Background: an optimization exercise with open tools, aiming at small area and a short achievable clock period. Do not read the settings as production practice. The RTL was checked by simulation tests, not by an equivalence proof against the original design.

==> flow/design.v (excerpt) <==
module sparc_mul_top( 
   mul_exu_ack, mul_spu_ack, mul_spu_shf_ack, mul_data_out, 
   rclk, grst_l, exu_mul_input_vld, exu_mul_rs1_data, exu_mul_rs2_data, 
   spu_mul_req_vld, spu_mul_acc, spu_mul_areg_shf, spu_mul_areg_rst, 
   spu_mul_op1_data, spu_mul_op2_data, spu_mul_mulres_lshft
   );
Size in the first run: ~8,700 cells after synthesis, ~660 flip-flops, roughly 330 I/O pins, ~0.082 sq mm of cells after synthesis.
export LEC_CHECK = 0
export ABC_CLOCK_PERIOD_IN_PS = 4000
export CAP_MARGIN = 20
export CORE_MARGIN = 2
export CORE_UTILIZATION = 40
export PLACE_DENSITY = 0.6
export SETUP_SLACK_MARGIN = 4.2
export SLEW_MARGIN = 20
create_clock -name core_clock -period 8.0 [get_ports {rclk}]
run.sh (not shown) runs the stock make flow with config.mk's settings and CLKGATE_MAP_FILE= SYNTH_SCRIPT=/design/flow/synth_recipe.tcl, a recipe that flattens the netlist after the stock synthesis.
The first run produced a clean layout.
Change:
--- a/flow/config.mk
+++ b/flow/config.mk
@@ -6,9 +6,7 @@
 export NUM_CORES = 4
 export LEC_CHECK = 0
-export ABC_CLOCK_PERIOD_IN_PS = 4000
 export CAP_MARGIN = 20
 export CORE_MARGIN = 2
 export CORE_UTILIZATION = 40
 export PLACE_DENSITY = 0.6
-export SETUP_SLACK_MARGIN = 4.2
 export SLEW_MARGIN = 20
After rerunning:
- die area stays the same
- design area falls by about a fifth
- worst setup slack gets worse by 1.2 ns
- hold slack hardly moves
- wire length falls by about a fifth

* * *

Another version of the RTL of sparc_mul_top (not shown whole).
For scale: about 7500 cells after synthesis, ~78000 um^2 of cells after synthesis.
Settings: LEC_CHECK=0, CAP_MARGIN=20, CORE_MARGIN=2, CORE_UTILIZATION=60, PLACE_DENSITY=0.75, SETUP_SLACK_MARGIN=3.3, SLEW_MARGIN=20; clock period 8.0 ns.
standard.sh (not shown) runs the stock make flow with config.mk's settings and CLKGATE_MAP_FILE= SYNTH_SCRIPT=/design/flow/synth_recipe.tcl, a recipe that flattens the netlist after the stock synthesis.
==> flow/flow/run.sh <==
#!/bin/bash
# Layout flow: the standard synthesis, then the full adders' polarities
# are chosen to need fewer inverters (flow/polfix.py, which only removes or
# adds inverters and swaps xor2/xnor2), then the standard layout.
set -euo pipefail
WORK=$(pwd)
RES=$WORK/orfs/results/sky130hd/sparc_mul_top/base
bash standard.sh $RES/1_2_yosys.v > synth.log 2>&1
cp $RES/1_2_yosys.v $WORK/yosys_standard.v
python3 flow/polfix.py $WORK/yosys_standard.v $RES/1_2_yosys.v > polfix.log 2>&1
touch $RES/1_2_yosys.v
bash standard.sh finish BUFFER_PORTS_ARGS="-buffer_cell sky130_fd_sc_hd__buf_2" > layout.log 2>&1
Other scripts of this flow, unchanged in this note and not shown: flow/flow/polfix.py
The first run ran to the end with no violations.
Next try:
Settings changed: CORE_UTILIZATION 60 to 55, PLACE_DENSITY 0.75 to 0.7.
=> The new run went through all stages and came out clean. Worst setup slack gets better by 0.10 ns. Fmax increases by a few percent. Routed wire length increases slightly. Sequential share of layout area barely changes. Synthesized cell count stays the same. Core utilization decreases by 5.7 points.

* * *

job 102:
sparc_mul_top, a different RTL version from the one above (not shown whole).
Size: ~330 I/O pins.
export LEC_CHECK = 0
export CAP_MARGIN = 20
export CORE_MARGIN = 2
export CORE_UTILIZATION = 55
export PLACE_DENSITY = 0.7
export SETUP_SLACK_MARGIN = 3.3
export SLEW_MARGIN = 20
create_clock -name core_clock -period 8.0 [get_ports {rclk}]
Scripts as last shown in full above: flow/flow/run.sh
Other scripts of this flow, unchanged in this note and not shown: flow/flow/polfix.py
> inputs changed (job 102 -> job 105)
--- a/flow/config.mk
+++ b/flow/config.mk
@@ -10,2 +10,2 @@
-export CORE_UTILIZATION = 55
-export PLACE_DENSITY = 0.7
+export CORE_UTILIZATION = 60
+export PLACE_DENSITY = 0.75
--- outcome ---
Result for job 105 and job 102: all clean. Per the comparison of job 105 with job 102, non-clock buffer count lost 19, post-route minimum period now smaller, sequential portion of the cell area held steady, total wirelength of the detailed-routed design now smaller. In terms of clock tree cell share of total cell area, job 102 and job 105 differ only marginally. Between job 105 and job 102, it is job 105 whose die area is lower, by 12000 um2. Of job 105 and job 102, the lower setup slack of the most critical reg-to-reg path belongs to job 102. From job 102 to job 105 the numbers moved as follows: design area fell by 550 um2.

port drivers added, routing unchanged:
No port has a modelled driver above. Below, the same layouts with a new extraction and two added sets of constraints. Step 1: set_driving_cell puts a clkbuf_16 on rclk and a buf_2 on each other input, an assumption about the parent block. Step 2 also shifts input and output timing later by t, the mid clock arrival at the registers, as if the neighbouring blocks saw the same clock. Slacks: no drivers / after step 1 / after step 2; pairs: no drivers / after step 1.
| run | t, ns | setup WS [ns] | worst setup path at the end | latest minus earliest clock arrival (ns) |
|---|---|---|---|---|
| the first run of note 1 | 0.857 | 3.245 / 3.245 / 3.245 | register to register | 0.049 / 0.049 |
| the second run of note 1 | 0.831 | 2.033 / 2.033 / 2.033 | register to register | 0.048 / 0.048 |
| the first run of note 2 | 0.811 | 3.136 / 3.136 / 3.136 | register to register | 0.059 / 0.060 |
| the second run of note 2 | 0.796 | 3.237 / 3.237 / 3.191 | input to register | 0.041 / 0.041 |
| job 102 | 0.805 | 3.186 / 3.186 / 3.186 | register to register | 0.068 / 0.069 |
| job 105 | 0.807 | 3.299 / 3.299 / 3.299 | register to register | 0.052 / 0.052 |
After both steps every run listed still meets setup and hold. For the second run of note 2, which loses most, drivers alone change the setup slack by 0.000 ns; drivers and shift together by -0.046 ns.
